This design comes from an exercise in tuning for small area on the open sky130 flow, not from production work.
The RTL was checked by simulation tests, not by an equivalence proof against the original design.
Power and IR drop assume default switching activity.

==> flow/config.mk <==
export PLATFORM = sky130hd
export DESIGN_NAME = Arr4x4
export DESIGN_NICKNAME = Arr4x4
export VERILOG_FILES = /design/flow/design.v
export SDC_FILE = /design/flow/constraint.sdc
export NUM_CORES = 4
export LEC_CHECK = 0
export ABC_AREA = 1
export CAP_MARGIN = 20
export CORE_MARGIN = 2
export CORE_UTILIZATION = 40
export SLEW_MARGIN = 20
==> flow/constraint.sdc <==
create_clock -name core_clock -period 7.5 [get_ports {clk}]
set_input_delay 1.5000 -clock core_clock [delete_from_list [all_inputs] [get_ports {clk}]]
set_output_delay 1.5000 -clock core_clock [all_outputs]
set_load 0.01 [all_outputs]
==> flow/design.v <==
module REG8_hold(clk,rst_n,in,out,s);
parameter N=8;
input clk,s,rst_n;
input [N-1:0] in;
output [N-1:0] out;
reg [N-1:0] out;
always @ (posedge clk or negedge rst_n)
begin
    if (!rst_n) out <= {N{1'b0}};
    else if (!s) out <= in;
end
endmodule
module REG24_hold(clk,rst_n,in,out);
parameter N=24;
input clk,rst_n;
input [N-1:0] in;
output [N-1:0] out;
reg [N-1:0] out;
always @ (posedge clk or negedge rst_n)
begin
    if (!rst_n) out <= {N{1'b0}};
    else out <= in;
end
endmodule
module FA(a, b, c, s, co);
input a, b, c;
output s, co;
assign s = a ^ b ^ c;
assign co = (a & b) | (a & c) | (b & c);
endmodule
module HA(a, b, s, co);
input a, b;
output s, co;
assign s = a ^ b;
assign co = a & b;
endmodule
module PE_c2(Err_mac, Err_mult, w, a, w1, a1, mac1, mult1, c_out, k_out);
input Err_mac, Err_mult;
input [7:0] w, a;
output [16:0] c_out;
output [0:0] k_out;
wire [7:0] x = {a[7] & ~(Err_mac | Err_mult), a[6:0] & {7{~Err_mac}}};
wire [7:0] y = {w[7:2] & {6{~Err_mult}}, w[1], Err_mult ? ~w[1] : w[0]};
input [7:0] w1, a1;
input mac1, mult1;
wire [7:0] x1 = {a1[7] & ~(mac1 | mult1), a1[6:0] & {7{~mac1}}};
wire [7:0] y1 = {w1[7:2] & {6{~mult1}}, w1[1], mult1 ? ~w1[1] : w1[0]};
wire n1, n2, n3, n4, n5, n6, n7, n8, n9, n10, n11, n12, n13, n14, n15, n16, n17, n18, n19, n20, n21, n22, n23, n24, n25, n26, n27, n28, n29, n30, n31, n32, n33, n34, n35, n36, n37, n38, n39, n40, n41, n42, n43, n44, n45, n46, n47, n48, n49, n50, n51, n52, n53, n54, n55, n56, n57, n58, n59, n60, n61, n62, n63, n64, n65, n66, n67, n68, n69, n70, n71, n72, n73, n74, n75, n76, n77, n78, n79, n80, n81, n82, n83, n84, n85, n86, n87, n88, n89, n90, n91, n92, n93, n94, n95, n96, n97, n98, n99, n100, n101, n102, n103, n104, n105, n106, n107, n108, n109, n110, n111, n112, n113, n114, n115, n116, n117, n118, n119, n120, n121, n122, n123, n124, n125, n126, n127, n128, n129, n130, n131, n132, n133, n134, n135, n136, n137, n138, n139, n140, n141, n142, n143, n144, n145, n146, n147, n148, n149, n150, n151, n152, n153, n154, n155, n156, n157, n158, n159, n160, n161, n162, n163, n164, n165, n166, n167, n168, n169, n170, n171, n172, n173, n174, n175, n176, n177, n178, n179, n180, n181, n182, n183, n184, n185, n186, n187, n188, n189, n190, n191, n192, n193, n194, n195, n196, n197, n198, n199, n200, n201, n202, n203, n204, n205, n206, n207, n208, n209, n210, n211, n212, n213, n214, n215, n216, n217, n218, n219, n220, n221, n222, n223, n224, n225, n226, n227, n228, n229, n230, n231, n232, n233, n234, n235, n236, n237, n238, n239, n240, n241, n242, n243, n244, n245, n246, n247, n248, n249, n250, n251, n252, n253, n254, n255, n256, n257, n258, n259, n260, n261, n262, n263, n264, n265, n266, n267, n268, n269, n270, n271, n272, n273, n274, n275, n276, n277, n278, n279, n280, n281, n282, n283, n284, n285, n286, n287, n288, n289, n290, n291, n292, n293, n294, n295, n296, n297, n298, n299, n300, n301, n302, n303, n304, n305, n306, n307, n308, n309, n310, n311, n312, n313, n314, n315, n316, n317, n318, n319, n320, n321, n322, n323, n324, n325, n326, n327, n328, n329, n330, n331, n332, n333, n334, n335, n336, n337, n338, n339, n340, n341, n342, n343, n344, n345, n346, n347, n348, n349, n350, n351, n352, n353, n354, n355, n356, n357, n358, n359, n360, n361, n362, n363, n364, n365, n366, n367, n368, n369, n370, n371;
assign n1 = x[0] & y[0];
assign n2 = x[0] & y[1];
assign n3 = x[0] & y[2];
assign n4 = x[0] & y[3];
assign n5 = x[0] & y[4];
assign n6 = x[0] & y[5];
assign n7 = x[0] & y[6];
assign n8 = ~(x[0] & y[7]);
assign n9 = x[1] & y[0];
assign n10 = x[1] & y[1];
assign n11 = x[1] & y[2];
assign n12 = x[1] & y[3];
assign n13 = x[1] & y[4];
assign n14 = x[1] & y[5];
assign n15 = x[1] & y[6];
assign n16 = ~(x[1] & y[7]);
assign n17 = x[2] & y[0];
assign n18 = x[2] & y[1];
assign n19 = x[2] & y[2];
assign n20 = x[2] & y[3];
assign n21 = x[2] & y[4];
assign n22 = x[2] & y[5];
assign n23 = x[2] & y[6];
assign n24 = ~(x[2] & y[7]);
assign n25 = x[3] & y[0];
assign n26 = x[3] & y[1];
assign n27 = x[3] & y[2];
assign n28 = x[3] & y[3];
assign n29 = x[3] & y[4];
assign n30 = x[3] & y[5];
assign n31 = x[3] & y[6];
assign n32 = ~(x[3] & y[7]);
assign n33 = x[4] & y[0];
assign n34 = x[4] & y[1];
assign n35 = x[4] & y[2];
assign n36 = x[4] & y[3];
assign n37 = x[4] & y[4];
assign n38 = x[4] & y[5];
assign n39 = x[4] & y[6];
assign n40 = ~(x[4] & y[7]);
assign n41 = x[5] & y[0];
assign n42 = x[5] & y[1];
assign n43 = x[5] & y[2];
assign n44 = x[5] & y[3];
assign n45 = x[5] & y[4];
assign n46 = x[5] & y[5];
assign n47 = x[5] & y[6];
assign n48 = ~(x[5] & y[7]);
assign n49 = x[6] & y[0];
assign n50 = x[6] & y[1];
assign n51 = x[6] & y[2];
assign n52 = x[6] & y[3];
assign n53 = x[6] & y[4];
assign n54 = x[6] & y[5];
assign n55 = x[6] & y[6];
assign n56 = ~(x[6] & y[7]);
assign n57 = ~(x[7] & y[0]);
assign n58 = ~(x[7] & y[1]);
assign n59 = ~(x[7] & y[2]);
assign n60 = ~(x[7] & y[3]);
assign n61 = ~(x[7] & y[4]);
assign n62 = ~(x[7] & y[5]);
assign n63 = ~(x[7] & y[6]);
assign n64 = x[7] & y[7];
assign n65 = x1[0] & y1[0];
assign n66 = x1[0] & y1[1];
assign n67 = x1[0] & y1[2];
assign n68 = x1[0] & y1[3];
assign n69 = x1[0] & y1[4];
assign n70 = x1[0] & y1[5];
assign n71 = x1[0] & y1[6];
assign n72 = ~(x1[0] & y1[7]);
assign n73 = x1[1] & y1[0];
assign n74 = x1[1] & y1[1];
assign n75 = x1[1] & y1[2];
assign n76 = x1[1] & y1[3];
assign n77 = x1[1] & y1[4];
assign n78 = x1[1] & y1[5];
assign n79 = x1[1] & y1[6];
assign n80 = ~(x1[1] & y1[7]);
assign n81 = x1[2] & y1[0];
assign n82 = x1[2] & y1[1];
assign n83 = x1[2] & y1[2];
assign n84 = x1[2] & y1[3];
assign n85 = x1[2] & y1[4];
assign n86 = x1[2] & y1[5];
assign n87 = x1[2] & y1[6];
assign n88 = ~(x1[2] & y1[7]);
assign n89 = x1[3] & y1[0];
assign n90 = x1[3] & y1[1];
assign n91 = x1[3] & y1[2];
assign n92 = x1[3] & y1[3];
assign n93 = x1[3] & y1[4];
assign n94 = x1[3] & y1[5];
assign n95 = x1[3] & y1[6];
assign n96 = ~(x1[3] & y1[7]);
assign n97 = x1[4] & y1[0];
assign n98 = x1[4] & y1[1];
assign n99 = x1[4] & y1[2];
assign n100 = x1[4] & y1[3];
assign n101 = x1[4] & y1[4];
assign n102 = x1[4] & y1[5];
assign n103 = x1[4] & y1[6];
assign n104 = ~(x1[4] & y1[7]);
assign n105 = x1[5] & y1[0];
assign n106 = x1[5] & y1[1];
assign n107 = x1[5] & y1[2];
assign n108 = x1[5] & y1[3];
assign n109 = x1[5] & y1[4];
assign n110 = x1[5] & y1[5];
assign n111 = x1[5] & y1[6];
assign n112 = ~(x1[5] & y1[7]);
assign n113 = x1[6] & y1[0];
assign n114 = x1[6] & y1[1];
assign n115 = x1[6] & y1[2];
assign n116 = x1[6] & y1[3];
assign n117 = x1[6] & y1[4];
assign n118 = x1[6] & y1[5];
assign n119 = x1[6] & y1[6];
assign n120 = ~(x1[6] & y1[7]);
assign n121 = ~(x1[7] & y1[0]);
assign n122 = ~(x1[7] & y1[1]);
assign n123 = ~(x1[7] & y1[2]);
assign n124 = ~(x1[7] & y1[3]);
assign n125 = ~(x1[7] & y1[4]);
assign n126 = ~(x1[7] & y1[5]);
assign n127 = ~(x1[7] & y1[6]);
assign n128 = x1[7] & y1[7];
HA u_n129 (n7, n14, n129, n130);
FA u_n131 (n8, n15, n22, n131, n132);
FA u_n133 (n29, n36, n43, n133, n134);
FA u_n135 (n16, n23, n30, n135, n136);
HA u_n137 (n37, n44, n137, n138);
FA u_n139 (n24, n31, n38, n139, n140);
HA u_n141 (n5, n12, n141, n142);
FA u_n143 (n6, n13, n20, n143, n144);
FA u_n145 (n27, n34, n41, n145, n146);
FA u_n147 (n129, n21, n28, n147, n148);
FA u_n149 (n35, n42, n49, n149, n150);
FA u_n151 (n71, n78, n85, n151, n152);
FA u_n153 (n130, n131, n133, n153, n154);
FA u_n155 (n50, n57, n72, n155, n156);
FA u_n157 (n79, n86, n93, n157, n158);
HA u_n159 (n100, n107, n159, n160);
FA u_n161 (n132, n134, n135, n161, n162);
FA u_n163 (n137, n51, n58, n163, n164);
FA u_n165 (n80, n87, n94, n165, n166);
FA u_n167 (n101, n108, n115, n167, n168);
FA u_n169 (n136, n138, n139, n169, n170);
FA u_n171 (n45, n52, n59, n171, n172);
FA u_n173 (n88, n95, n102, n173, n174);
FA u_n175 (n109, n116, n123, n175, n176);
FA u_n177 (n140, n32, n39, n177, n178);
FA u_n179 (n46, n53, n60, n179, n180);
FA u_n181 (n96, n103, n110, n181, n182);
FA u_n183 (n40, n47, n54, n183, n184);
FA u_n185 (n4, n11, n18, n185, n186);
FA u_n187 (n141, n19, n26, n187, n188);
FA u_n189 (n33, n69, n76, n189, n190);
FA u_n191 (n142, n143, n145, n191, n192);
FA u_n193 (n70, n77, n84, n193, n194);
HA u_n195 (n91, n98, n195, n196);
FA u_n197 (n144, n146, n147, n197, n198);
FA u_n199 (n149, n151, n92, n199, n200);
FA u_n201 (n99, n106, n113, n201, n202);
FA u_n203 (n148, n150, n152, n203, n204);
FA u_n205 (n153, n155, n157, n205, n206);
FA u_n207 (n159, n114, n121, n207, n208);
FA u_n209 (n154, n156, n158, n209, n210);
FA u_n211 (n160, n161, n163, n211, n212);
FA u_n213 (n165, n167, n122, n213, n214);
FA u_n215 (n162, n164, n166, n215, n216);
FA u_n217 (n168, n169, n171, n217, n218);
FA u_n219 (n173, n175, 1'b1, n219, n220);
FA u_n221 (n170, n172, n174, n221, n222);
FA u_n223 (n176, n177, n179, n223, n224);
FA u_n225 (n181, n117, n124, n225, n226);
FA u_n227 (n178, n180, n182, n227, n228);
FA u_n229 (n183, n61, n104, n229, n230);
FA u_n231 (n111, n118, n125, n231, n232);
FA u_n233 (n184, n48, n55, n233, n234);
FA u_n235 (n62, n112, n119, n235, n236);
FA u_n237 (n3, n10, n17, n237, n238);
FA u_n239 (n185, n25, n68, n239, n240);
HA u_n241 (n75, n82, n241, n242);
FA u_n243 (n186, n187, n189, n243, n244);
FA u_n245 (n83, n90, n97, n245, n246);
FA u_n247 (n188, n190, n191, n247, n248);
FA u_n249 (n193, n195, n105, n249, n250);
FA u_n251 (n192, n194, n196, n251, n252);
FA u_n253 (n197, n199, n201, n253, n254);
FA u_n255 (n198, n200, n202, n255, n256);
FA u_n257 (n203, n205, n207, n257, n258);
FA u_n259 (n204, n206, n208, n259, n260);
FA u_n261 (n209, n211, n213, n261, n262);
FA u_n263 (n210, n212, n214, n263, n264);
FA u_n265 (n215, n217, n219, n265, n266);
FA u_n267 (n216, n218, n220, n267, n268);
FA u_n269 (n221, n223, n225, n269, n270);
FA u_n271 (n222, n224, n226, n271, n272);
FA u_n273 (n227, n229, n231, n273, n274);
FA u_n275 (n228, n230, n232, n275, n276);
FA u_n277 (n233, n235, n126, n277, n278);
FA u_n279 (n234, n236, n56, n279, n280);
FA u_n281 (n63, n120, n127, n281, n282);
HA u_n283 (n2, n9, n283, n284);
FA u_n285 (n237, n67, n74, n285, n286);
FA u_n287 (n238, n239, n241, n287, n288);
FA u_n289 (n240, n242, n243, n289, n290);
FA u_n291 (n244, n246, n247, n291, n292);
FA u_n293 (n248, n250, n251, n293, n294);
FA u_n295 (n252, n254, n255, n295, n296);
FA u_n297 (n256, n258, n259, n297, n298);
FA u_n299 (n260, n262, n263, n299, n300);
FA u_n301 (n264, n266, n267, n301, n302);
FA u_n303 (n268, n270, n271, n303, n304);
FA u_n305 (n272, n274, n275, n305, n306);
FA u_n307 (n276, n278, n279, n307, n308);
FA u_n309 (n280, n282, n64, n309, n310);
HA u_n311 (n283, n66, n311, n312);
FA u_n313 (n284, n285, n81, n313, n314);
FA u_n315 (n286, n287, n89, n315, n316);
FA u_n317 (n288, n289, n245, n317, n318);
FA u_n319 (n290, n291, n249, n319, n320);
FA u_n321 (n292, n293, n253, n321, n322);
FA u_n323 (n294, n295, n257, n323, n324);
FA u_n325 (n296, n297, n261, n325, n326);
FA u_n327 (n298, n299, n265, n327, n328);
FA u_n329 (n300, n301, n269, n329, n330);
FA u_n331 (n302, n303, n273, n331, n332);
FA u_n333 (n304, n305, n277, n333, n334);
FA u_n335 (n306, n307, n281, n335, n336);
FA u_n337 (n308, n309, n128, n337, n338);
HA u_n339 (n1, n65, n339, n340);
FA u_n341 (n311, n73, n340, n341, n342);
FA u_n343 (n312, n313, n342, n343, n344);
FA u_n345 (n314, n315, n344, n345, n346);
FA u_n347 (n316, n317, n346, n347, n348);
FA u_n349 (n318, n319, n348, n349, n350);
FA u_n351 (n320, n321, n350, n351, n352);
FA u_n353 (n322, n323, n352, n353, n354);
FA u_n355 (n324, n325, n354, n355, n356);
FA u_n357 (n326, n327, n356, n357, n358);
FA u_n359 (n328, n329, n358, n359, n360);
HA u_n361 (n330, n331, n361, n362);
FA u_n363 (n332, n333, n362, n363, n364);
FA u_n365 (n334, n335, n364, n365, n366);
FA u_n367 (n336, n337, n366, n367, n368);
FA u_n369 (n338, n310, n368, n369, n370);
assign n371 = 1'b1 ^ n370;
assign c_out = {n371, n369, n367, n365, n363, n361, n359, n357, n355, n353, n351, n349, n347, n345, n343, n341, n339};
assign k_out = {n360};
endmodule
module PE_c3(Err_mac, Err_mult, w, a, c_in, k_in, c_out, k_out);
input Err_mac, Err_mult;
input [7:0] w, a;
input [16:0] c_in;
input [0:0] k_in;
output [16:0] c_out;
output [0:0] k_out;
wire [7:0] x = {a[7] & ~(Err_mac | Err_mult), a[6:0] & {7{~Err_mac}}};
wire [7:0] y = {w[7:2] & {6{~Err_mult}}, w[1], Err_mult ? ~w[1] : w[0]};
wire n1, n2, n3, n4, n5, n6, n7, n8, n9, n10, n11, n12, n13, n14, n15, n16, n17, n18, n19, n20, n21, n22, n23, n24, n25, n26, n27, n28, n29, n30, n31, n32, n33, n34, n35, n36, n37, n38, n39, n40, n41, n42, n43, n44, n45, n46, n47, n48, n49, n50, n51, n52, n53, n54, n55, n56, n57, n58, n59, n60, n61, n62, n63, n64, n65, n66, n67, n68, n69, n70, n71, n72, n73, n74, n75, n76, n77, n78, n79, n80, n81, n82, n83, n84, n85, n86, n87, n88, n89, n90, n91, n92, n93, n94, n95, n96, n97, n98, n99, n100, n101, n102, n103, n104, n105, n106, n107, n108, n109, n110, n111, n112, n113, n114, n115, n116, n117, n118, n119, n120, n121, n122, n123, n124, n125, n126, n127, n128, n129, n130, n131, n132, n133, n134, n135, n136, n137, n138, n139, n140, n141, n142, n143, n144, n145, n146, n147, n148, n149, n150, n151, n152, n153, n154, n155, n156, n157, n158, n159, n160, n161, n162, n163, n164, n165, n166, n167, n168, n169, n170, n171, n172, n173, n174, n175, n176, n177, n178, n179, n180, n181, n182, n183, n184, n185, n186, n187, n188, n189, n190, n191, n192, n193, n194, n195, n196, n197, n198, n199, n200, n201, n202, n203, n204, n205, n206, n207, n208, n209, n210, n211, n212, n213, n214, n215, n216, n217, n218, n219, n220;
assign n1 = x[0] & y[0];
assign n2 = x[0] & y[1];
assign n3 = x[0] & y[2];
assign n4 = x[0] & y[3];
assign n5 = x[0] & y[4];
assign n6 = x[0] & y[5];
assign n7 = x[0] & y[6];
assign n8 = ~(x[0] & y[7]);
assign n9 = x[1] & y[0];
assign n10 = x[1] & y[1];
assign n11 = x[1] & y[2];
assign n12 = x[1] & y[3];
assign n13 = x[1] & y[4];
assign n14 = x[1] & y[5];
assign n15 = x[1] & y[6];
assign n16 = ~(x[1] & y[7]);
assign n17 = x[2] & y[0];
assign n18 = x[2] & y[1];
assign n19 = x[2] & y[2];
assign n20 = x[2] & y[3];
assign n21 = x[2] & y[4];
assign n22 = x[2] & y[5];
assign n23 = x[2] & y[6];
assign n24 = ~(x[2] & y[7]);
assign n25 = x[3] & y[0];
assign n26 = x[3] & y[1];
assign n27 = x[3] & y[2];
assign n28 = x[3] & y[3];
assign n29 = x[3] & y[4];
assign n30 = x[3] & y[5];
assign n31 = x[3] & y[6];
assign n32 = ~(x[3] & y[7]);
assign n33 = x[4] & y[0];
assign n34 = x[4] & y[1];
assign n35 = x[4] & y[2];
assign n36 = x[4] & y[3];
assign n37 = x[4] & y[4];
assign n38 = x[4] & y[5];
assign n39 = x[4] & y[6];
assign n40 = ~(x[4] & y[7]);
assign n41 = x[5] & y[0];
assign n42 = x[5] & y[1];
assign n43 = x[5] & y[2];
assign n44 = x[5] & y[3];
assign n45 = x[5] & y[4];
assign n46 = x[5] & y[5];
assign n47 = x[5] & y[6];
assign n48 = ~(x[5] & y[7]);
assign n49 = x[6] & y[0];
assign n50 = x[6] & y[1];
assign n51 = x[6] & y[2];
assign n52 = x[6] & y[3];
assign n53 = x[6] & y[4];
assign n54 = x[6] & y[5];
assign n55 = x[6] & y[6];
assign n56 = ~(x[6] & y[7]);
assign n57 = ~(x[7] & y[0]);
assign n58 = ~(x[7] & y[1]);
assign n59 = ~(x[7] & y[2]);
assign n60 = ~(x[7] & y[3]);
assign n61 = ~(x[7] & y[4]);
assign n62 = ~(x[7] & y[5]);
assign n63 = ~(x[7] & y[6]);
assign n64 = x[7] & y[7];
assign n65 = ~c_in[16];
HA u_n66 (n6, n13, n66, n67);
FA u_n68 (n7, n14, n21, n68, n69);
HA u_n70 (n28, n35, n70, n71);
FA u_n72 (n8, n15, n22, n72, n73);
FA u_n74 (n29, n36, n43, n74, n75);
HA u_n76 (n50, n57, n76, n77);
FA u_n78 (n16, n23, n30, n78, n79);
FA u_n80 (n37, n44, n51, n80, n81);
FA u_n82 (n58, c_in[8], 1'b1, n82, n83);
FA u_n84 (n24, n31, n38, n84, n85);
FA u_n86 (n45, n52, n59, n86, n87);
FA u_n88 (n32, n39, n46, n88, n89);
HA u_n90 (n40, n47, n90, n91);
HA u_n92 (n4, n11, n92, n93);
FA u_n94 (n5, n12, n19, n94, n95);
HA u_n96 (n26, n33, n96, n97);
FA u_n98 (n66, n20, n27, n98, n99);
FA u_n100 (n34, n41, c_in[5], n100, n101);
FA u_n102 (n67, n68, n70, n102, n103);
FA u_n104 (n42, n49, c_in[6], n104, n105);
FA u_n106 (n69, n71, n72, n106, n107);
FA u_n108 (n74, n76, c_in[7], n108, n109);
FA u_n110 (n73, n75, n77, n110, n111);
FA u_n112 (n78, n80, n82, n112, n113);
FA u_n114 (n79, n81, n83, n114, n115);
FA u_n116 (n84, n86, c_in[9], n116, n117);
FA u_n118 (n85, n87, n88, n118, n119);
FA u_n120 (n53, n60, c_in[10], n120, n121);
FA u_n122 (n89, n90, n54, n122, n123);
FA u_n124 (n61, c_in[11], k_in[0], n124, n125);
FA u_n126 (n91, n48, n55, n126, n127);
HA u_n128 (n62, c_in[12], n128, n129);
HA u_n130 (n56, n63, n130, n131);
HA u_n132 (n3, n10, n132, n133);
FA u_n134 (n92, n18, n25, n134, n135);
FA u_n136 (n93, n94, n96, n136, n137);
FA u_n138 (n95, n97, n98, n138, n139);
FA u_n140 (n99, n101, n102, n140, n141);
FA u_n142 (n103, n105, n106, n142, n143);
FA u_n144 (n107, n109, n110, n144, n145);
FA u_n146 (n111, n113, n114, n146, n147);
FA u_n148 (n115, n117, n118, n148, n149);
FA u_n150 (n119, n121, n122, n150, n151);
FA u_n152 (n123, n125, n126, n152, n153);
FA u_n154 (n127, n129, n130, n154, n155);
HA u_n156 (n131, n64, n156, n157);
HA u_n158 (n2, n9, n158, n159);
FA u_n160 (n132, n17, c_in[2], n160, n161);
FA u_n162 (n133, n134, c_in[3], n162, n163);
FA u_n164 (n135, n136, c_in[4], n164, n165);
FA u_n166 (n137, n138, n100, n166, n167);
FA u_n168 (n139, n140, n104, n168, n169);
FA u_n170 (n141, n142, n108, n170, n171);
FA u_n172 (n143, n144, n112, n172, n173);
FA u_n174 (n145, n146, n116, n174, n175);
FA u_n176 (n147, n148, n120, n176, n177);
FA u_n178 (n149, n150, n124, n178, n179);
FA u_n180 (n151, n152, n128, n180, n181);
FA u_n182 (n153, n154, c_in[13], n182, n183);
FA u_n184 (n155, n156, c_in[14], n184, n185);
FA u_n186 (n157, c_in[15], 1'b1, n186, n187);
HA u_n188 (n1, c_in[0], n188, n189);
FA u_n190 (n158, c_in[1], n189, n190, n191);
FA u_n192 (n159, n160, n191, n192, n193);
FA u_n194 (n161, n162, n193, n194, n195);
FA u_n196 (n163, n164, n195, n196, n197);
FA u_n198 (n165, n166, n197, n198, n199);
FA u_n200 (n167, n168, n199, n200, n201);
FA u_n202 (n169, n170, n201, n202, n203);
FA u_n204 (n171, n172, n203, n204, n205);
FA u_n206 (n173, n174, n205, n206, n207);
FA u_n208 (n175, n176, n207, n208, n209);
HA u_n210 (n177, n178, n210, n211);
FA u_n212 (n179, n180, n211, n212, n213);
FA u_n214 (n181, n182, n213, n214, n215);
FA u_n216 (n183, n184, n215, n216, n217);
FA u_n218 (n185, n186, n217, n218, n219);
assign n220 = n187 ^ n65 ^ n219;
assign c_out = {n220, n218, n216, n214, n212, n210, n208, n206, n204, n202, n200, n198, n196, n194, n192, n190, n188};
assign k_out = {n209};
endmodule
module PE_c4(Err_mac, Err_mult, w, a, c_in, k_in, c_out, k_out);
input Err_mac, Err_mult;
input [7:0] w, a;
input [16:0] c_in;
input [0:0] k_in;
output [17:0] c_out;
output [0:0] k_out;
wire [7:0] x = {a[7] & ~(Err_mac | Err_mult), a[6:0] & {7{~Err_mac}}};
wire [7:0] y = {w[7:2] & {6{~Err_mult}}, w[1], Err_mult ? ~w[1] : w[0]};
wire n1, n2, n3, n4, n5, n6, n7, n8, n9, n10, n11, n12, n13, n14, n15, n16, n17, n18, n19, n20, n21, n22, n23, n24, n25, n26, n27, n28, n29, n30, n31, n32, n33, n34, n35, n36, n37, n38, n39, n40, n41, n42, n43, n44, n45, n46, n47, n48, n49, n50, n51, n52, n53, n54, n55, n56, n57, n58, n59, n60, n61, n62, n63, n64, n65, n66, n67, n68, n69, n70, n71, n72, n73, n74, n75, n76, n77, n78, n79, n80, n81, n82, n83, n84, n85, n86, n87, n88, n89, n90, n91, n92, n93, n94, n95, n96, n97, n98, n99, n100, n101, n102, n103, n104, n105, n106, n107, n108, n109, n110, n111, n112, n113, n114, n115, n116, n117, n118, n119, n120, n121, n122, n123, n124, n125, n126, n127, n128, n129, n130, n131, n132, n133, n134, n135, n136, n137, n138, n139, n140, n141, n142, n143, n144, n145, n146, n147, n148, n149, n150, n151, n152, n153, n154, n155, n156, n157, n158, n159, n160, n161, n162, n163, n164, n165, n166, n167, n168, n169, n170, n171, n172, n173, n174, n175, n176, n177, n178, n179, n180, n181, n182, n183, n184, n185, n186, n187, n188, n189, n190, n191, n192, n193, n194, n195, n196, n197, n198, n199, n200, n201, n202, n203, n204, n205, n206, n207, n208, n209, n210, n211, n212, n213, n214, n215, n216, n217, n218, n219, n220, n221, n222;
assign n1 = x[0] & y[0];
assign n2 = x[0] & y[1];
assign n3 = x[0] & y[2];
assign n4 = x[0] & y[3];
assign n5 = x[0] & y[4];
assign n6 = x[0] & y[5];
assign n7 = x[0] & y[6];
assign n8 = ~(x[0] & y[7]);
assign n9 = x[1] & y[0];
assign n10 = x[1] & y[1];
assign n11 = x[1] & y[2];
assign n12 = x[1] & y[3];
assign n13 = x[1] & y[4];
assign n14 = x[1] & y[5];
assign n15 = x[1] & y[6];
assign n16 = ~(x[1] & y[7]);
assign n17 = x[2] & y[0];
assign n18 = x[2] & y[1];
assign n19 = x[2] & y[2];
assign n20 = x[2] & y[3];
assign n21 = x[2] & y[4];
assign n22 = x[2] & y[5];
assign n23 = x[2] & y[6];
assign n24 = ~(x[2] & y[7]);
assign n25 = x[3] & y[0];
assign n26 = x[3] & y[1];
assign n27 = x[3] & y[2];
assign n28 = x[3] & y[3];
assign n29 = x[3] & y[4];
assign n30 = x[3] & y[5];
assign n31 = x[3] & y[6];
assign n32 = ~(x[3] & y[7]);
assign n33 = x[4] & y[0];
assign n34 = x[4] & y[1];
assign n35 = x[4] & y[2];
assign n36 = x[4] & y[3];
assign n37 = x[4] & y[4];
assign n38 = x[4] & y[5];
assign n39 = x[4] & y[6];
assign n40 = ~(x[4] & y[7]);
assign n41 = x[5] & y[0];
assign n42 = x[5] & y[1];
assign n43 = x[5] & y[2];
assign n44 = x[5] & y[3];
assign n45 = x[5] & y[4];
assign n46 = x[5] & y[5];
assign n47 = x[5] & y[6];
assign n48 = ~(x[5] & y[7]);
assign n49 = x[6] & y[0];
assign n50 = x[6] & y[1];
assign n51 = x[6] & y[2];
assign n52 = x[6] & y[3];
assign n53 = x[6] & y[4];
assign n54 = x[6] & y[5];
assign n55 = x[6] & y[6];
assign n56 = ~(x[6] & y[7]);
assign n57 = ~(x[7] & y[0]);
assign n58 = ~(x[7] & y[1]);
assign n59 = ~(x[7] & y[2]);
assign n60 = ~(x[7] & y[3]);
assign n61 = ~(x[7] & y[4]);
assign n62 = ~(x[7] & y[5]);
assign n63 = ~(x[7] & y[6]);
assign n64 = x[7] & y[7];
assign n65 = ~c_in[16];
HA u_n66 (n6, n13, n66, n67);
FA u_n68 (n7, n14, n21, n68, n69);
HA u_n70 (n28, n35, n70, n71);
FA u_n72 (n8, n15, n22, n72, n73);
FA u_n74 (n29, n36, n43, n74, n75);
HA u_n76 (n50, n57, n76, n77);
FA u_n78 (n16, n23, n30, n78, n79);
FA u_n80 (n37, n44, n51, n80, n81);
FA u_n82 (n58, c_in[8], 1'b1, n82, n83);
FA u_n84 (n24, n31, n38, n84, n85);
FA u_n86 (n45, n52, n59, n86, n87);
FA u_n88 (n32, n39, n46, n88, n89);
HA u_n90 (n40, n47, n90, n91);
HA u_n92 (n4, n11, n92, n93);
FA u_n94 (n5, n12, n19, n94, n95);
HA u_n96 (n26, n33, n96, n97);
FA u_n98 (n66, n20, n27, n98, n99);
FA u_n100 (n34, n41, c_in[5], n100, n101);
FA u_n102 (n67, n68, n70, n102, n103);
FA u_n104 (n42, n49, c_in[6], n104, n105);
FA u_n106 (n69, n71, n72, n106, n107);
FA u_n108 (n74, n76, c_in[7], n108, n109);
FA u_n110 (n73, n75, n77, n110, n111);
FA u_n112 (n78, n80, n82, n112, n113);
FA u_n114 (n79, n81, n83, n114, n115);
FA u_n116 (n84, n86, c_in[9], n116, n117);
FA u_n118 (n85, n87, n88, n118, n119);
FA u_n120 (n53, n60, c_in[10], n120, n121);
FA u_n122 (n89, n90, n54, n122, n123);
FA u_n124 (n61, c_in[11], k_in[0], n124, n125);
FA u_n126 (n91, n48, n55, n126, n127);
HA u_n128 (n62, c_in[12], n128, n129);
HA u_n130 (n56, n63, n130, n131);
HA u_n132 (n3, n10, n132, n133);
FA u_n134 (n92, n18, n25, n134, n135);
FA u_n136 (n93, n94, n96, n136, n137);
FA u_n138 (n95, n97, n98, n138, n139);
FA u_n140 (n99, n101, n102, n140, n141);
FA u_n142 (n103, n105, n106, n142, n143);
FA u_n144 (n107, n109, n110, n144, n145);
FA u_n146 (n111, n113, n114, n146, n147);
FA u_n148 (n115, n117, n118, n148, n149);
FA u_n150 (n119, n121, n122, n150, n151);
FA u_n152 (n123, n125, n126, n152, n153);
FA u_n154 (n127, n129, n130, n154, n155);
HA u_n156 (n131, n64, n156, n157);
HA u_n158 (n2, n9, n158, n159);
FA u_n160 (n132, n17, c_in[2], n160, n161);
FA u_n162 (n133, n134, c_in[3], n162, n163);
FA u_n164 (n135, n136, c_in[4], n164, n165);
FA u_n166 (n137, n138, n100, n166, n167);
FA u_n168 (n139, n140, n104, n168, n169);
FA u_n170 (n141, n142, n108, n170, n171);
FA u_n172 (n143, n144, n112, n172, n173);
FA u_n174 (n145, n146, n116, n174, n175);
FA u_n176 (n147, n148, n120, n176, n177);
FA u_n178 (n149, n150, n124, n178, n179);
FA u_n180 (n151, n152, n128, n180, n181);
FA u_n182 (n153, n154, c_in[13], n182, n183);
FA u_n184 (n155, n156, c_in[14], n184, n185);
FA u_n186 (n157, c_in[15], 1'b1, n186, n187);
HA u_n188 (n1, c_in[0], n188, n189);
FA u_n190 (n158, c_in[1], n189, n190, n191);
FA u_n192 (n159, n160, n191, n192, n193);
FA u_n194 (n161, n162, n193, n194, n195);
FA u_n196 (n163, n164, n195, n196, n197);
FA u_n198 (n165, n166, n197, n198, n199);
FA u_n200 (n167, n168, n199, n200, n201);
FA u_n202 (n169, n170, n201, n202, n203);
FA u_n204 (n171, n172, n203, n204, n205);
FA u_n206 (n173, n174, n205, n206, n207);
FA u_n208 (n175, n176, n207, n208, n209);
HA u_n210 (n177, n178, n210, n211);
FA u_n212 (n179, n180, n211, n212, n213);
FA u_n214 (n181, n182, n213, n214, n215);
FA u_n216 (n183, n184, n215, n216, n217);
FA u_n218 (n185, n186, n217, n218, n219);
FA u_n220 (n187, n65, n219, n220, n221);
assign n222 = 1'b1 ^ n221;
assign c_out = {n222, n220, n218, n216, n214, n212, n210, n208, n206, n204, n202, n200, n198, n196, n194, n192, n190, n188};
assign k_out = {n209};
endmodule
module CSUM_out(s, k, c);
input [17:0] s;
input [0:0] k;
output [23:0] c;
wire n1, n2, n3, n4, n5, n6, n7, n8, n9, n10, n11, n12, n13;
HA u_n1 (s[11], k[0], n1, n2);
HA u_n3 (s[12], n2, n3, n4);
HA u_n5 (s[13], n4, n5, n6);
HA u_n7 (s[14], n6, n7, n8);
HA u_n9 (s[15], n8, n9, n10);
HA u_n11 (s[16], n10, n11, n12);
assign n13 = s[17] ^ n12;
wire [17:0] r = {n13, n11, n9, n7, n5, n3, n1, s[10], s[9], s[8], s[7], s[6], s[5], s[4], s[3], s[2], s[1], s[0]};
assign c = {{6{r[17]}}, r};
endmodule
module PEreg_c1(Err_mac, Err_mult, w_in, a_in, w_out, a_out, mac_d, mult_d, clk, rst_n, hold);
input [7:0] w_in, a_in;
input Err_mac, Err_mult, clk, rst_n, hold;
output [7:0] w_out, a_out;
output mac_d, mult_d;
REG8_hold regW(clk, rst_n, w_in, w_out, hold);
REG8_hold regA(clk, rst_n, a_in, a_out, 1'b0);
REG24_hold #(2) regE(clk, rst_n, {Err_mac, Err_mult}, {mac_d, mult_d});
endmodule
module PEreg_c2(Err_mac, Err_mult, w_in, a_in, a1, mac1, mult1, hold_d, w_out, a_out, c_out, k_out, clk, rst_n, hold);
input [7:0] w_in, a_in;
input Err_mac, Err_mult, clk, rst_n, hold;
output [7:0] w_out, a_out;
output [16:0] c_out;
output [0:0] k_out;
wire [16:0] p_sum;
wire [0:0] p_k;
input [7:0] a1;
input mac1, mult1, hold_d;
wire [7:0] w1 = hold_d ? w_in : w_out;
PE_c2 PE_no_reg(Err_mac, Err_mult, w_out, a_out, w1, a1, mac1, mult1, p_sum, p_k);
REG8_hold regW(clk, rst_n, w_in, w_out, hold);
REG8_hold regA(clk, rst_n, a_in, a_out, 1'b0);
REG24_hold #(17) regC(clk, rst_n, p_sum, c_out);
REG24_hold #(1) regK(clk, rst_n, p_k, k_out);
endmodule
module PEreg_c3(Err_mac, Err_mult, w_in, a_in, c_in, k_in, w_out, a_out, c_out, k_out, clk, rst_n, hold);
input [7:0] w_in, a_in;
input [16:0] c_in;
input [0:0] k_in;
input Err_mac, Err_mult, clk, rst_n, hold;
output [7:0] w_out, a_out;
output [16:0] c_out;
output [0:0] k_out;
wire [16:0] p_sum;
wire [0:0] p_k;
PE_c3 PE_no_reg(Err_mac, Err_mult, w_out, a_out, c_in, k_in, p_sum, p_k);
REG8_hold regW(clk, rst_n, w_in, w_out, hold);
REG8_hold regA(clk, rst_n, a_in, a_out, 1'b0);
REG24_hold #(17) regC(clk, rst_n, p_sum, c_out);
REG24_hold #(1) regK(clk, rst_n, p_k, k_out);
endmodule
module PEreg_c4(Err_mac, Err_mult, w_in, a_in, c_in, k_in, w_out, a_out, c_out, k_out, clk, rst_n, hold);
input [7:0] w_in, a_in;
input [16:0] c_in;
input [0:0] k_in;
input Err_mac, Err_mult, clk, rst_n, hold;
output [7:0] w_out, a_out;
output [17:0] c_out;
output [0:0] k_out;
wire [17:0] p_sum;
wire [0:0] p_k;
PE_c4 PE_no_reg(Err_mac, Err_mult, w_out, a_out, c_in, k_in, p_sum, p_k);
REG8_hold regW(clk, rst_n, w_in, w_out, hold);
REG8_hold regA(clk, rst_n, a_in, a_out, 1'b0);
REG24_hold #(18) regC(clk, rst_n, p_sum, c_out);
REG24_hold #(1) regK(clk, rst_n, p_k, k_out);
endmodule
module Arr4x4(Err_mac, Err_mult,
             w1_in, w2_in, w3_in, w4_in,
             a1_in, a2_in, a3_in, a4_in,
             w1_out, w2_out, w3_out, w4_out,
             a1_out, a2_out, a3_out, a4_out,
             c1_out, c2_out, c3_out, c4_out,
             clk, rst_n, hold);
input [7:0] w1_in, w2_in, w3_in, w4_in;
input [7:0] a1_in, a2_in, a3_in, a4_in;
input clk, rst_n, hold;
input [15:0] Err_mac, Err_mult;
output [7:0] w1_out, w2_out, w3_out, w4_out;
output [7:0] a1_out, a2_out, a3_out, a4_out;
output [23:0] c1_out, c2_out, c3_out, c4_out;
wire [7:0] w11, a11;
wire [15:0] c11;
wire [0:0] k11;
wire [7:0] w12, a12;
wire [16:0] c12;
wire [0:0] k12;
wire [7:0] w13, a13;
wire [16:0] c13;
wire [0:0] k13;
wire [7:0] w14, a14;
wire [17:0] c14;
wire [0:0] k14;
wire [7:0] w21, a21;
wire [15:0] c21;
wire [0:0] k21;
wire [7:0] w22, a22;
wire [16:0] c22;
wire [0:0] k22;
wire [7:0] w23, a23;
wire [16:0] c23;
wire [0:0] k23;
wire [7:0] w24, a24;
wire [17:0] c24;
wire [0:0] k24;
wire [7:0] w31, a31;
wire [15:0] c31;
wire [0:0] k31;
wire [7:0] w32, a32;
wire [16:0] c32;
wire [0:0] k32;
wire [7:0] w33, a33;
wire [16:0] c33;
wire [0:0] k33;
wire [7:0] w34, a34;
wire [17:0] c34;
wire [0:0] k34;
wire [7:0] w41, a41;
wire [15:0] c41;
wire [0:0] k41;
wire [7:0] w42, a42;
wire [16:0] c42;
wire [0:0] k42;
wire [7:0] w43, a43;
wire [16:0] c43;
wire [0:0] k43;
wire [7:0] w44, a44;
wire [17:0] c44;
wire [0:0] k44;
wire hold_d;
wire [7:0] a51;
REG24_hold #(1) regH(clk, rst_n, hold, hold_d);
REG8_hold regA5(clk, rst_n, a41, a51, 1'b0);
wire mac11, mult11;
wire mac21, mult21;
wire mac31, mult31;
wire mac41, mult41;
PEreg_c1 PE11(Err_mac[0], Err_mult[0], w1_in, a1_in, w11, a11, mac11, mult11, clk, rst_n, hold);
PEreg_c1 PE21(Err_mac[1], Err_mult[1], w2_in, a11, w21, a21, mac21, mult21, clk, rst_n, hold);
PEreg_c1 PE31(Err_mac[2], Err_mult[2], w3_in, a21, w31, a31, mac31, mult31, clk, rst_n, hold);
PEreg_c1 PE41(Err_mac[3], Err_mult[3], w4_in, a31, w41, a41, mac41, mult41, clk, rst_n, hold);
PEreg_c2 PE12(Err_mac[4], Err_mult[4], w11, a2_in, a21, mac11, mult11, hold_d, w12, a12, c12, k12, clk, rst_n, hold);
PEreg_c2 PE22(Err_mac[5], Err_mult[5], w21, a12, a31, mac21, mult21, hold_d, w22, a22, c22, k22, clk, rst_n, hold);
PEreg_c2 PE32(Err_mac[6], Err_mult[6], w31, a22, a41, mac31, mult31, hold_d, w32, a32, c32, k32, clk, rst_n, hold);
PEreg_c2 PE42(Err_mac[7], Err_mult[7], w41, a32, a51, mac41, mult41, hold_d, w42, a42, c42, k42, clk, rst_n, hold);
PEreg_c3 PE13(Err_mac[8], Err_mult[8], w12, a3_in, c12, k12, w13, a13, c13, k13, clk, rst_n, hold);
PEreg_c3 PE23(Err_mac[9], Err_mult[9], w22, a13, c22, k22, w23, a23, c23, k23, clk, rst_n, hold);
PEreg_c3 PE33(Err_mac[10], Err_mult[10], w32, a23, c32, k32, w33, a33, c33, k33, clk, rst_n, hold);
PEreg_c3 PE43(Err_mac[11], Err_mult[11], w42, a33, c42, k42, w43, a43, c43, k43, clk, rst_n, hold);
PEreg_c4 PE14(Err_mac[12], Err_mult[12], w13, a4_in, c13, k13, w14, a14, c14, k14, clk, rst_n, hold);
PEreg_c4 PE24(Err_mac[13], Err_mult[13], w23, a14, c23, k23, w24, a24, c24, k24, clk, rst_n, hold);
PEreg_c4 PE34(Err_mac[14], Err_mult[14], w33, a24, c33, k33, w34, a34, c34, k34, clk, rst_n, hold);
PEreg_c4 PE44(Err_mac[15], Err_mult[15], w43, a34, c43, k43, w44, a44, c44, k44, clk, rst_n, hold);
CSUM_out out1(c14, k14, c1_out);
assign w1_out = w14;
assign a1_out = a41;
CSUM_out out2(c24, k24, c2_out);
assign w2_out = w24;
assign a2_out = a42;
CSUM_out out3(c34, k34, c3_out);
assign w3_out = w34;
assign a3_out = a43;
CSUM_out out4(c44, k44, c4_out);
assign w4_out = w44;
assign a4_out = a44;
endmodule
==> flow/flow/run.sh <==
#!/bin/bash
# Standard layout, with one netlist step added after synthesis: invpush.py
# removes inverters around full-adder cells (a full adder is self-dual), which
# leaves the logic and every register unchanged. Ports are buffered with buf_1.
set -euo pipefail
W=$(pwd)
R=$W/orfs/results/$FLOW_PLATFORM/Arr4x4/base
bash standard.sh synth > $W/synth.log 2>&1
python3 $W/flow/invpush.py $R/1_2_yosys.v $R/1_2_yosys_invpush.v > $W/invpush.log 2>&1
cp $R/1_2_yosys.v $W/1_2_yosys_standard.v
mv $R/1_2_yosys_invpush.v $R/1_2_yosys.v
rm -f $R/1_synth.odb $R/1_synth.sdc
bash standard.sh "BUFFER_PORTS_ARGS=-buffer_cell sky130_fd_sc_hd__buf_1" finish > $W/layout.log 2>&1
==> flow/flow/invpush.py <==
#!/usr/bin/env python3
"""Remove inverters around full-adder cells in a flat Yosys netlist.

A full adder is self-dual: FA(~a, ~b, ~c) = (~sum, ~cout). extract_fa often
leaves inverters on full-adder inputs and outputs; flipping the polarity of a
full adder (moving the inversion from its inputs to its outputs, or the other
way round) removes them. Each flip is taken only when it lowers the number of
inverters. The logic function of the netlist does not change.

usage: invpush.py IN.v OUT.v
"""
import re
import sys
from collections import defaultdict

OUT_PINS = {"X", "Y", "Q", "Q_N", "SUM", "COUT", "HI", "LO"}
INV_RE = re.compile(r"sky130_fd_sc_hd__(inv|clkinv)_\d+$")
FA_RE = re.compile(r"sky130_fd_sc_hd__fa_\d+$")

src = open(sys.argv[1]).read()
src = re.sub(r"^\s*\(\*.*?\*\)\s*\n", "", src, flags=re.M)

m = re.search(r"^module\s+(\S+)\s*\(", src, re.M)
mod_start = m.start()
end = src.index("endmodule", mod_start)
body = src[mod_start:end]

cell_re = re.compile(r"^  (sky130_fd_sc_hd__\w+)\s+(\S+)\s*\((.*?)\);\n", re.M | re.S)
pin_re = re.compile(r"\.(\w+)\(([^()]*)\)")

cells = {}
order = []
spans = []
for cm in cell_re.finditer(body):
    typ, name, pins = cm.group(1), cm.group(2), cm.group(3)
    pd = {p: n.strip() for p, n in pin_re.findall(pins)}
    cells[name] = [typ, pd]
    order.append(name)
    spans.append((cm.start(), cm.end()))

# nets that are used outside cell instances (ports, assigns): their polarity is fixed
rest = body
for s, e in reversed(spans):
    rest = rest[:s] + rest[e:]
fixed = set()
for am in re.finditer(r"assign\s+(.*?);", rest, re.S):
    for tok in re.findall(r"\\\S+(?:\s*\[\d+\])?|[A-Za-z_][\w$]*(?:\s*\[\d+\])?", am.group(1)):
        fixed.add(tok.strip())
ports = set()
for pm in re.finditer(r"^\s*(input|output|inout)\s+(?:\[(\d+):(\d+)\]\s+)?(\S+)\s*;", rest, re.M):
    nm = pm.group(4)
    ports.add(nm)
    if pm.group(2) is not None:
        a, b = int(pm.group(2)), int(pm.group(3))
        for i in range(min(a, b), max(a, b) + 1):
            fixed.add(f"{nm} [{i}]")
            fixed.add(f"{nm}[{i}]")
    else:
        fixed.add(nm)

drv = {}
loads = defaultdict(set)


def index():
    drv.clear()
    loads.clear()
    for name, (typ, pd) in cells.items():
        for p, n in pd.items():
            if p in OUT_PINS:
                drv[n] = (name, p)
            else:
                loads[n].add((name, p))


index()

new_id = [0]
new_wires = []


def fresh():
    new_id[0] += 1
    w = f"_invpush_{new_id[0]}_"
    new_wires.append(w)
    return w


def is_inv(name):
    return name in cells and INV_RE.match(cells[name][0])


def inv_of(net):
    """an existing inverter whose input is net, or None"""
    for (c, p) in loads.get(net, ()):
        if is_inv(c) and cells[c][1]["Y"] not in fixed:
            return c
    return None


def connect(c, p, net):
    old = cells[c][1][p]
    loads[old].discard((c, p))
    cells[c][1][p] = net
    loads[net].add((c, p))


def remove(c):
    for p, n in cells[c][1].items():
        if p in OUT_PINS:
            drv.pop(n, None)
        else:
            loads[n].discard((c, p))
    del cells[c]


inv_count = [0]


def add_inv(a):
    inv_count[0] += 1
    name = f"_invpush_inv_{inv_count[0]}_"
    y = fresh()
    cells[name] = ["sky130_fd_sc_hd__inv_1", {"A": a, "Y": y}]
    loads[a].add((name, "A"))
    drv[y] = (name, "Y")
    order.append(name)
    return name, y


def gain(f):
    typ, pd = cells[f]
    g = 0
    used = defaultdict(int)
    for p in ("A", "B", "CIN"):
        n = pd[p]
        d = drv.get(n)
        if d and is_inv(d[0]) and n not in fixed:
            used[d[0]] += 1
        elif inv_of(n) is None:
            g -= 1
    for c, k in used.items():
        out = cells[c][1]["Y"]
        if len(loads[out]) == k:
            g += 1
    for p in ("SUM", "COUT"):
        o = pd[p]
        other = 0
        for (c, q) in loads[o]:
            if is_inv(c) and cells[c][1]["Y"] not in fixed:
                g += 1
            else:
                other += 1
        if other or o in fixed:
            g -= 1
    return g


def flip(f):
    typ, pd = cells[f]
    for p in ("A", "B", "CIN"):
        n = pd[p]
        d = drv.get(n)
        if d and is_inv(d[0]) and n not in fixed:
            i = d[0]
            connect(f, p, cells[i][1]["A"])
            if not loads[n]:
                remove(i)
        else:
            j = inv_of(n)
            if j is None:
                j, _ = add_inv(n)
            connect(f, p, cells[j][1]["Y"])
    for p in ("SUM", "COUT"):
        o = pd[p]
        no = fresh()
        drv.pop(o, None)
        pd[p] = no
        drv[no] = (f, p)
        keep = o in fixed
        for (c, q) in list(loads[o]):
            if is_inv(c) and cells[c][1]["Y"] not in fixed:
                y = cells[c][1]["Y"]
                for (c2, q2) in list(loads[y]):
                    connect(c2, q2, no)
                remove(c)
            else:
                keep = True
        if keep:
            # an inverter from the new output rebuilds the old net
            inv_count[0] += 1
            name = f"_invpush_inv_{inv_count[0]}_"
            cells[name] = ["sky130_fd_sc_hd__inv_1", {"A": no, "Y": o}]
            loads[no].add((name, "A"))
            drv[o] = (name, "Y")
            order.append(name)


def ninv():
    return sum(1 for c in cells if is_inv(c))


before = ninv()
for it in range(50):
    changed = 0
    for f in list(cells):
        if f in cells and FA_RE.match(cells[f][0]) and gain(f) > 0:
            flip(f)
            changed += 1
    # inverters left with no load
    for c in list(cells):
        if c in cells and is_inv(c) and not loads[cells[c][1]["Y"]] and cells[c][1]["Y"] not in fixed:
            remove(c)
    if not changed:
        break
after = ninv()
sys.stderr.write(f"invpush: inverters {before} -> {after}\n")

# write back: drop the old cell instances, add wires and all cells before endmodule
out_body = rest
decl = "".join(f"  wire {w};\n" for w in new_wires)
inst = []
for name in order:
    if name not in cells:
        continue
    typ, pd = cells[name]
    pins = ",\n".join(f"    .{p}({n}{' ' if n.startswith(chr(92)) else ''})" for p, n in pd.items())
    inst.append(f"  {typ} {name} (\n{pins}\n  );\n")
# insert declarations after the port list header (first ';' after module)
hdr_end = out_body.index(";") + 1
out_body = out_body[:hdr_end] + "\n" + decl + out_body[hdr_end:]
out_body = out_body.rstrip() + "\n" + "".join(inst)
open(sys.argv[2], "w").write(src[:mod_start] + out_body + src[end:])
==> flow/standard.sh <==
#!/bin/bash
# synth_recipe.tcl (not shown) runs the flow's synth.tcl, then flattens the netlist and writes it again
# the make line also repeats each setting of config.mk as NAME=value (left out here)
make -C /OpenROAD-flow-scripts/flow DESIGN_CONFIG=/design/flow/config.mk WORK_HOME=/design/flow/orfs CLKGATE_MAP_FILE= SYNTH_SCRIPT=/design/flow/synth_recipe.tcl "${@:-finish}"
==> tab_implementation.tex, run 1 <==
\begin{tabular}{lr}
\hline
Metric & Value \\
\hline
\multicolumn{2}{l}{\textbf{Drt}} \\
DRC violation total after the first TritonRoute iteration & 1,898 \\
Iteration count of the initial detailed-routing pass & 6 \\
Top Layer Used & met5 \\
Metal1 wirelength & 53.72 mm \\
Total detailed-routing wirelength & 119.4 mm \\
DRC violations left & 0 \\
Total length of routed met2 wires & 55.41 mm \\
Drt wl/cell & 20.33 um \\
Post-DRT Antenna Nets & 0 \\
Via count normalized by instance count & 4.813 \\
Met3 WL & 7.207 mm \\
Via count of the routed design & 28,270 \\
\multicolumn{2}{l}{\textbf{Outcome}} \\
Status & no timing/DRC/antenna violations \\
\multicolumn{2}{l}{\textbf{Final layout}} \\
Total area of sequential cells & 12,340 um\^{}2 \\
Layout cells sized above 1 & 4.598\% \\
Area of combinational cells with multiple inputs & 27,950 um\^{}2 \\
Area Growth Syn to Fin & 10.40\% \\
Fin nets & 5,638 \\
Post-route core utilization & 44.57\% \\
Count of fill cells added during filler insertion & 10,500 \\
\multicolumn{2}{l}{\textbf{Synthesis}} \\
Instance count of the mapped netlist & 4,162 \\
Summed instance area of the synthesized netlist & 43,940 um\^{}2 \\
Average instance area after synthesis & 10.56 um\^{}2 \\
Net count after synthesis & 5,389 \\
Yosys warning count & 5 \\
\multicolumn{2}{l}{\textbf{STA}} \\
Total Neg Setup Slack & 0 ns \\
Clock period minus worst slack & 6.919 ns \\
Final setup violation count & 0 \\
RSZ-0062 raised after global routing & false \\
Peak clock frequency supported by timing & 144.5 MHz \\
Worst slew margin relative to its limit & 39.98\% \\
Tcrit/Tclk final & 92.26\% \\
Final Hold Violating Endpoints & 0 \\
Worst Max-Slew Pin Slew & 0.9003 ns \\
Worst setup skew after layout & 0.03915 ns \\
Worst hold slack & 0.3446 ns \\
Max-slew violation count & 0 \\
Setup slack after layout & 0.5807 ns \\
\multicolumn{2}{l}{\textbf{Clocking}} \\
Number of buffers inserted during clock tree synthesis & 59 \\
Post-CTS Setup Repair Bufs & 0 \\
CTS tree & built \\
Clock edge transition at the registers on the reported setup and hold paths & 0.06 ns \\
Post\_cts resized & 0 \\
Maximum root-to-sink buffer count & 3 \\
Post-CTS Hold Fix Bufs & 0 \\
Clk Latency, worst-skew pair & 0.69 ns \\
Deepest level of the CTS H-tree & 2 \\
Sinks on the clock net & 493 \\
CTS Root Cell & clkbuf\_16 \\
\multicolumn{2}{l}{\textbf{GRT}} \\
Largest net degree at the start of global routing & 148 \\
Vias in the first global route & 31,230 \\
Overall routing resource usage & 22.08\% \\
Initial antenna violation count & 5 \\
Global-route wire length before repair & 187.2 mm \\
Remaining global-route overflow & 0 \\
\multicolumn{2}{l}{\textbf{Setup path}} \\
Crit Reg-Reg Endpoint & PE42.regC.out[10] \\
CP cell instances & buf\_1 > inv\_1 > nand2\_1 > inv\_1 > nand2\_1 > fa\_1 > fa\_1 > inv\_1 > fa\_1 > fa\_1 > fa\_1 > fa\_1 > fa\_1 > fa\_1 > fa\_1 > fa\_1 > fa\_1 > fa\_1 \\
Termination of the worst setup path & PE22.regC.out[10] \\
Cell count along the critical path & 18 \\
Setup crit start kind & input port \\
CP arrival & 7.45 ns \\
R2R setup slack & 0.80 ns \\
CP max-delay cell & fa\_1 \\
Number of buffer and inverter instances along the worst setup path & 4 \\
Number of cells on the worst reg-to-reg path & 17 \\
Category of the worst setup path capture point & flop \\
Worst-path maximum fanout & 5 \\
Startpoint-to-endpoint class of the critical path & in -> reg \\
Most frequent CP cell & fa\_1 \\
Worst setup startpoint & Err\_mac[5] \\
Worst path required time & 8.03 ns \\
Crit path max-delay family & adder cells \\
Reg-to-reg startpoint & regH.out \\
Delay of the slowest critical-path stage & 0.57 ns \\
\multicolumn{2}{l}{\textbf{Pwr}} \\
Proportion of total power due to net switching & 40.39\% \\
Relative contribution of combinational cells to total power & 51.4\% \\
Static leakage & 24.03 nW \\
Net switching power figure & 6.092 mW \\
Worst supply voltage drop on vdd & 0.2266 mV \\
P per Cell Area & 310.9 nW/um\^{}2 \\
Pint & 8.991 mW \\
Total power & 15.08 mW \\
Sequential cell fraction of total power & 27.0\% \\
Clock network power share & 21.7\% \\
\multicolumn{2}{l}{\textbf{Run}} \\
Max Cap Viol & 0 \\
\multicolumn{2}{l}{\textbf{Placed design}} \\
Buffers added on ports & 258 \\
Worst slack after detailed placement & -0.09218 ns \\
Post-detailed-placement half-perimeter wirelength & 101.8 mm \\
Final estimated routing congestion in global placement & 0.9616 \\
\multicolumn{2}{l}{\textbf{Floorplan}} \\
Die Area & 112,500 um\^{}2 \\
Die Span X & 335.4 um \\
Effective utilization at floorplan & 40.37\% \\
FP Rows & 121 \\
Total core area & 108,900 um\^{}2 \\
Top-level port count & 259 \\
Vertical die dimension & 335.4 um \\
\multicolumn{2}{l}{\textbf{Worst hold path}} \\
Worst min-delay path class & reg -> reg \\
\hline
\end{tabular}
==> stage by stage <==
| stage | area [um^2] | std cells |
|---|---|---|
| final | 48510 | 5873 |
| after global routing | 48510 | 5873 |
| after CTS | 48510 | 5872 |
| after detailed placement | 46290 | 5764 |
| after global placement | 46290 | 5764 |
| after floorplan | 43940 | 4162 |
==> worst min-delay path by stage <==
stage | startpoint | endpoint | slack [ns] | depth (start not counted)
after floorplan | PE11.regA.out[0] | PE21.regA.out[0] | 0.33 | 0
after detailed placement | PE11.regA.out[5] | PE21.regA.out[5] | 0.34 | 0
after CTS | PE11.regA.out[3] | PE21.regA.out[3] | 0.35 | 0
after global placement | PE11.regA.out[7] | PE21.regA.out[7] | 0.34 | 0
after global routing | PE11.regA.out[3] | PE21.regA.out[3] | 0.35 | 0
final | PE11.regA.out[3] | PE21.regA.out[3] | 0.34 | 0
==> final cells by class <==
class,count,share of cell area (%)
Clock buffer,73,3.363
Tap cell,1414,3.647
Antenna cell,1,0.005158
Timing Repair Buffer,326,3.149
Clock inverter,35,1.204
Multi-Input combinational cell,2808,57.61
Inverter,723,5.594
Sequential cell,493,25.43
==> registers in the layout (all words and copies together), names as in the netlist, 18 cells and up <==
signal         flops
PE14.regC.out     18
PE34.regC.out     18
PE24.regC.out     18
PE44.regC.out     18
==> cell usage in the layout (no fill, tap or decap) <==
| cell | n |
|---|---|
| a21oi_1 | 52 |
| buf_1 | 256 |
| buf_12 | 3 |
| buf_4 | 64 |
| buf_6 | 1 |
| bufinv_16 | 14 |
| clkbuf_1 | 6 |
| clkbuf_16 | 61 |
| clkbuf_4 | 2 |
| clkbuf_8 | 6 |
| clkinv_1 | 2 |
| clkinv_2 | 8 |
| clkinv_4 | 6 |
| clkinvlp_4 | 1 |
| dfrtp_1 | 493 |
| diode_2 | 1 |
| fa_1 | 940 |
| ha_1 | 188 |
| inv_1 | 719 |
| inv_16 | 1 |
| inv_2 | 2 |
| inv_6 | 5 |
| mux2_2 | 3 |
| nand2_1 | 696 |
| nand2_2 | 12 |
| nand3_1 | 36 |
| nand3_2 | 8 |
| nor2_1 | 716 |
| nor2_2 | 6 |
| nor3_1 | 6 |
| o21ai_0 | 110 |
| o21ai_1 | 21 |
| o21ai_2 | 2 |
| xnor2_1 | 4 |
| xor2_1 | 8 |
==> per-layer routing <==
| metal | up-vias | track usage [%] |
|---|---|---|
| met4 | 2 | 5.629 |
| met1 | 14680 | 32.02 |
| li1 | 12670 | - |
| met3 | 140 | 3.754 |
| met5 | - | 0 |
| met2 | 771 | 34.58 |
==> power groups by stage <==
stage | Sequential (mW) | Clock [mW] | Combinational (mW)
after floorplan | 3.89 | 0 | 5.75
after CTS | 4.07 | 3.36 | 8.00
after global placement | 4.12 | 0 | 7.71
final | 4.07 | 3.27 | 7.75
after global routing | 4.14 | 3.47 | 9.10
after detailed placement | 4.12 | 0 | 7.97
==> run 2: changes to the inputs <==
--- a/flow/config.mk
+++ b/flow/config.mk
@@ -8,5 +8,5 @@
 export ABC_AREA = 1
 export CAP_MARGIN = 20
 export CORE_MARGIN = 2
-export CORE_UTILIZATION = 40
+export CORE_UTILIZATION = 60
 export SLEW_MARGIN = 20
==> run 2 against run 1 <==
Effect of this change: still clean on timing, DRC and antenna; highest routed layer unchanged; critical path type unchanged; fmax shrank 0.79%; routed wire length shrank 4.4%; sequential power is essentially flat; register-to-register slack is essentially flat; first-iteration DRC count grew 34%; largest power group unchanged; worst hold slack is essentially flat; die area shrank 33%.
==> tab_implementation.tex, run 2 <==
\begin{tabular}{lr}
\hline
Metric & Value \\
\hline
\multicolumn{2}{l}{\textbf{Outcome}} \\
Status & no timing/DRC/antenna violations (unchanged) \\
\multicolumn{2}{l}{\textbf{Placed design}} \\
Buffers added on ports & 258 (unchanged) \\
Final estimated routing congestion in global placement & 0.9834 (was 0.9616) \\
Post-place instance area & 45,770 um\^{}2 (was 46,290 um\^{}2) \\
Post-detailed-placement half-perimeter wirelength & 96.58 mm (was 101.8 mm) \\
\multicolumn{2}{l}{\textbf{Final layout}} \\
Area Growth Syn to Fin & 8.653\% (was 10.40\%) \\
Final design area excluding fillers & 47,740 um\^{}2 (was 48,510 um\^{}2) \\
Count of fill cells added during filler insertion & 5,821 (was 10,500) \\
Top library cells by usage in the layout, fill and taps aside & 940 x fa\_1, 719 x inv\_1, 716 x nor2\_1 (unchanged) \\
Layout cells sized above 1 & 4.663\% (was 4.598\%) \\
Most common library cell in the layout ignoring fill and taps & fa\_1 (unchanged) \\
Fin nets & 5,641 (was 5,638) \\
\multicolumn{2}{l}{\textbf{Drt}} \\
Top Layer Used & met5 (unchanged) \\
Total detailed-routing wirelength & 114.1 mm (was 119.4 mm) \\
Metal1 wirelength & 50.44 mm (was 53.72 mm) \\
Iteration count of the initial detailed-routing pass & 6 (unchanged) \\
DRC violations left & 0 (unchanged) \\
Via count normalized by instance count & 5.307 (was 4.813) \\
Post-DRT Antenna Nets & 0 (unchanged) \\
Drt wl/cell & 21.05 um (was 20.33 um) \\
DRC violation total after the first TritonRoute iteration & 2,534 (was 1,898) \\
Total length of routed met2 wires & 50.14 mm (was 55.41 mm) \\
Via count of the routed design & 28,780 (was 28,270) \\
Met3 WL & 10.01 mm (was 7.207 mm) \\
\multicolumn{2}{l}{\textbf{Setup path}} \\
Crit path max-delay family & adder cells (unchanged) \\
Number of buffer and inverter instances along the worst setup path & 4 (unchanged) \\
Cell count along the critical path & 18 (unchanged) \\
Most frequent CP cell & fa\_1 (unchanged) \\
CP cell instances & buf\_1 > inv\_1 > nand2\_1 > inv\_1 > nand2\_1 > fa\_1 > fa\_1 > inv\_1 > fa\_1 > fa\_1 > fa\_1 > fa\_1 > fa\_1 > fa\_1 > fa\_1 > fa\_1 > fa\_1 > fa\_1 (unchanged) \\
CP max-delay cell & fa\_1 (unchanged) \\
Category of the worst setup path capture point & flop (unchanged) \\
Worst-path maximum fanout & 4 (was 5) \\
Number of cells on the worst reg-to-reg path & 16 (was 17) \\
CP arrival & 7.47 ns (was 7.45 ns) \\
Setup crit start kind & input port (unchanged) \\
Startpoint-to-endpoint class of the critical path & in -> reg (unchanged) \\
Delay of the slowest critical-path stage & 0.55 ns (was 0.57 ns) \\
Worst path required time & 7.99 ns (was 8.03 ns) \\
\multicolumn{2}{l}{\textbf{GRT}} \\
Overall routing resource usage & 31.90\% (was 22.08\%) \\
Vias in the first global route & 30,970 (was 31,230) \\
Initial antenna violation count & 4 (was 5) \\
Global-route wire length before repair & 178.5 mm (was 187.2 mm) \\
Remaining global-route overflow & 0 (unchanged) \\
Largest net degree at the start of global routing & 189 (was 148) \\
\multicolumn{2}{l}{\textbf{Floorplan}} \\
Total core area & 72,710 um\^{}2 (was 108,900 um\^{}2) \\
Die Area & 75,420 um\^{}2 (was 112,500 um\^{}2) \\
Vertical die dimension & 274.6 um (was 335.4 um) \\
Top-level port count & 259 (unchanged) \\
Effective utilization at floorplan & 60.43\% (was 40.37\%) \\
FP Rows & 99 (was 121) \\
Die Span X & 274.6 um (was 335.4 um) \\
\multicolumn{2}{l}{\textbf{STA}} \\
Clock period minus worst slack & 6.974 ns (was 6.919 ns) \\
Final Hold Violating Endpoints & 0 (unchanged) \\
Final setup violation count & 0 (unchanged) \\
Total Neg Setup Slack & 0 ns (unchanged) \\
Worst setup skew after layout & 0.02143 ns (was 0.03915 ns) \\
RSZ-0062 raised after global routing & false (unchanged) \\
Peak clock frequency supported by timing & 143.4 MHz (was 144.5 MHz) \\
Worst Max-Slew Pin Slew & 1.009 ns (was 0.9003 ns) \\
Worst slew margin relative to its limit & 32.76\% (was 39.98\%) \\
Tcrit/Tclk final & 92.99\% (was 92.26\%) \\
Max-slew violation count & 0 (unchanged) \\
\multicolumn{2}{l}{\textbf{Clocking}} \\
CTS Root Cell & clkbuf\_16 (unchanged) \\
Deepest level of the CTS H-tree & 2 (unchanged) \\
CTS tree & built (unchanged) \\
Number of buffers inserted during clock tree synthesis & 56 (was 59) \\
Post-CTS Setup Repair Bufs & 0 (unchanged) \\
Sinks on the clock net & 493 (unchanged) \\
Clock edge transition at the registers on the reported setup and hold paths & 0.06 ns (about the same) \\
Post\_cts resized & 0 (unchanged) \\
Post-CTS Hold Fix Bufs & 0 (unchanged) \\
Maximum root-to-sink buffer count & 3 (unchanged) \\
Clk Latency, worst-skew pair & 0.64 ns (was 0.69 ns) \\
\multicolumn{2}{l}{\textbf{Synthesis}} \\
Net count after synthesis & 5,389 (unchanged) \\
Summed instance area of the synthesized netlist & 43,940 um\^{}2 (unchanged) \\
Instance count of the mapped netlist & 4,162 (unchanged) \\
Average instance area after synthesis & 10.56 um\^{}2 (unchanged) \\
Yosys warning count & 5 (unchanged) \\
\multicolumn{2}{l}{\textbf{Worst hold path}} \\
Worst min-delay path class & reg -> reg (unchanged) \\
Count of cells along the worst hold path & 0 (unchanged) \\
\multicolumn{2}{l}{\textbf{Run}} \\
Max Cap Viol & 0 (unchanged) \\
\multicolumn{2}{l}{\textbf{Pwr}} \\
Total power & 14.63 mW (was 15.08 mW) \\
P per Cell Area & 306.4 nW/um\^{}2 (was 310.9 nW/um\^{}2) \\
Worst supply voltage drop on vdd & 0.3283 mV (was 0.2266 mV) \\
Static leakage & 23.94 nW (was 24.03 nW) \\
\hline
\end{tabular}
## run 2: worst paths after layout
check	start	endpoint	slack, ns
worst max-delay path	Err_mult[7]	PE42.regC.out[10]	0.53
worst min register to register	PE11.regA.out[0]	PE21.regA.out[0]	0.34
max in group asynchronous	rst_n	PE13.regW.out[5]	4.92
worst min-delay path	PE11.regA.out[0]	PE21.regA.out[0]	0.34
worst max register to register	PE41.regE.out[0]	PE42.regC.out[10]	0.79
min in group asynchronous	rst_n	PE24.regC.out[10]	0.95
## run 2: area by class of cell
class	instances	area [um^2]	area share (%)
inverters	723	2714	5.684
clock buffers	69	1520	3.184
diodes	2	5.005	0.01048
clock inverters	36	452.9	0.9487
repair buffers	332	1569	3.286
well taps	959	1200	2.513
multi-input cells	2808	27950	58.53
flip-flops and latches	493	12340	25.84
## run 2: metal layers
layer | track usage [%] | vias up
li1 | - | 12680
met1 | 48.41 | 14710
met2 | 46.49 | 1188
met3 | 7.864 | 195
met4 | 8.781 | 2
met5 | 0 | -
## run 2: where the power goes
part	internal (mW)	switching, mW
logic	3.37	4.29
clock network	1.73	1.19
registers	3.58	0.476
## run 2: worst reg2reg max path, cell delays in order (launching register included)
cell and delay [ns]:
dfrtp_1 0.60, inv_1 0.42, o21ai_0 0.15, nor2_1 0.40, nand2_1 0.13, fa_1 0.50
inv_1 0.05, fa_1 0.53, fa_1 0.44, fa_1 0.41, fa_1 0.39, fa_1 0.48
fa_1 0.42, fa_1 0.39, fa_1 0.39, fa_1 0.40, fa_1 0.44
## run 2: through the flow
stage          std cells  setup slack [ns]  hold slack [ns]  util, %
6_report            5422            0.5255           0.3449    65.66
5_1_grt             5422            0.3582           0.3550    65.66
4_1_cts             5420            0.6026           0.3456    65.65
3_5_place_dp        5315          -0.07487           0.3355    62.94
3_3_place_gp        5315          0.009226           0.3344    62.94
2_1_floorplan       4162            0.2669           0.3312        -

[separate check: timing with driven ports]
The results above use ideal ports. As a check the final layouts listed here were re-extracted and re-timed, cells and wires unchanged.
Step 1 (the two cells are an assumption about what drives the block):
set clk [get_ports {clk}]
set_driving_cell -lib_cell sky130_fd_sc_hd__clkbuf_16 $clk
set_driving_cell -lib_cell sky130_fd_sc_hd__buf_2 [delete_from_list [all_inputs] $clk]
Step 2 adds t to the input delays and takes it off the output delays; t is the mean of the earliest and latest rising clock arrival at the registers after step 1. Input paths then give back, and output paths get back, about the clock's delay inside the block.
Slacks: ideal ports / drivers / drivers and shift; pairs: ideal ports / drivers.
run	t (ns)	setup WS [ns]	latest minus earliest clock arrival (ns)	slew at the worst register clock pin (ns)
run 1	0.736	0.581 / 0.621 / -0.115	0.039 / 0.039	0.07 / 0.07
run 2	0.696	0.526 / 0.561 / -0.135	0.022 / 0.021	0.08 / 0.08
With both steps, setup timing fails in run 1 and run 2, where it was met with ideal ports. For run 1, which loses most, drivers alone change the setup slack by +0.040 ns; drivers and shift together by -0.696 ns.
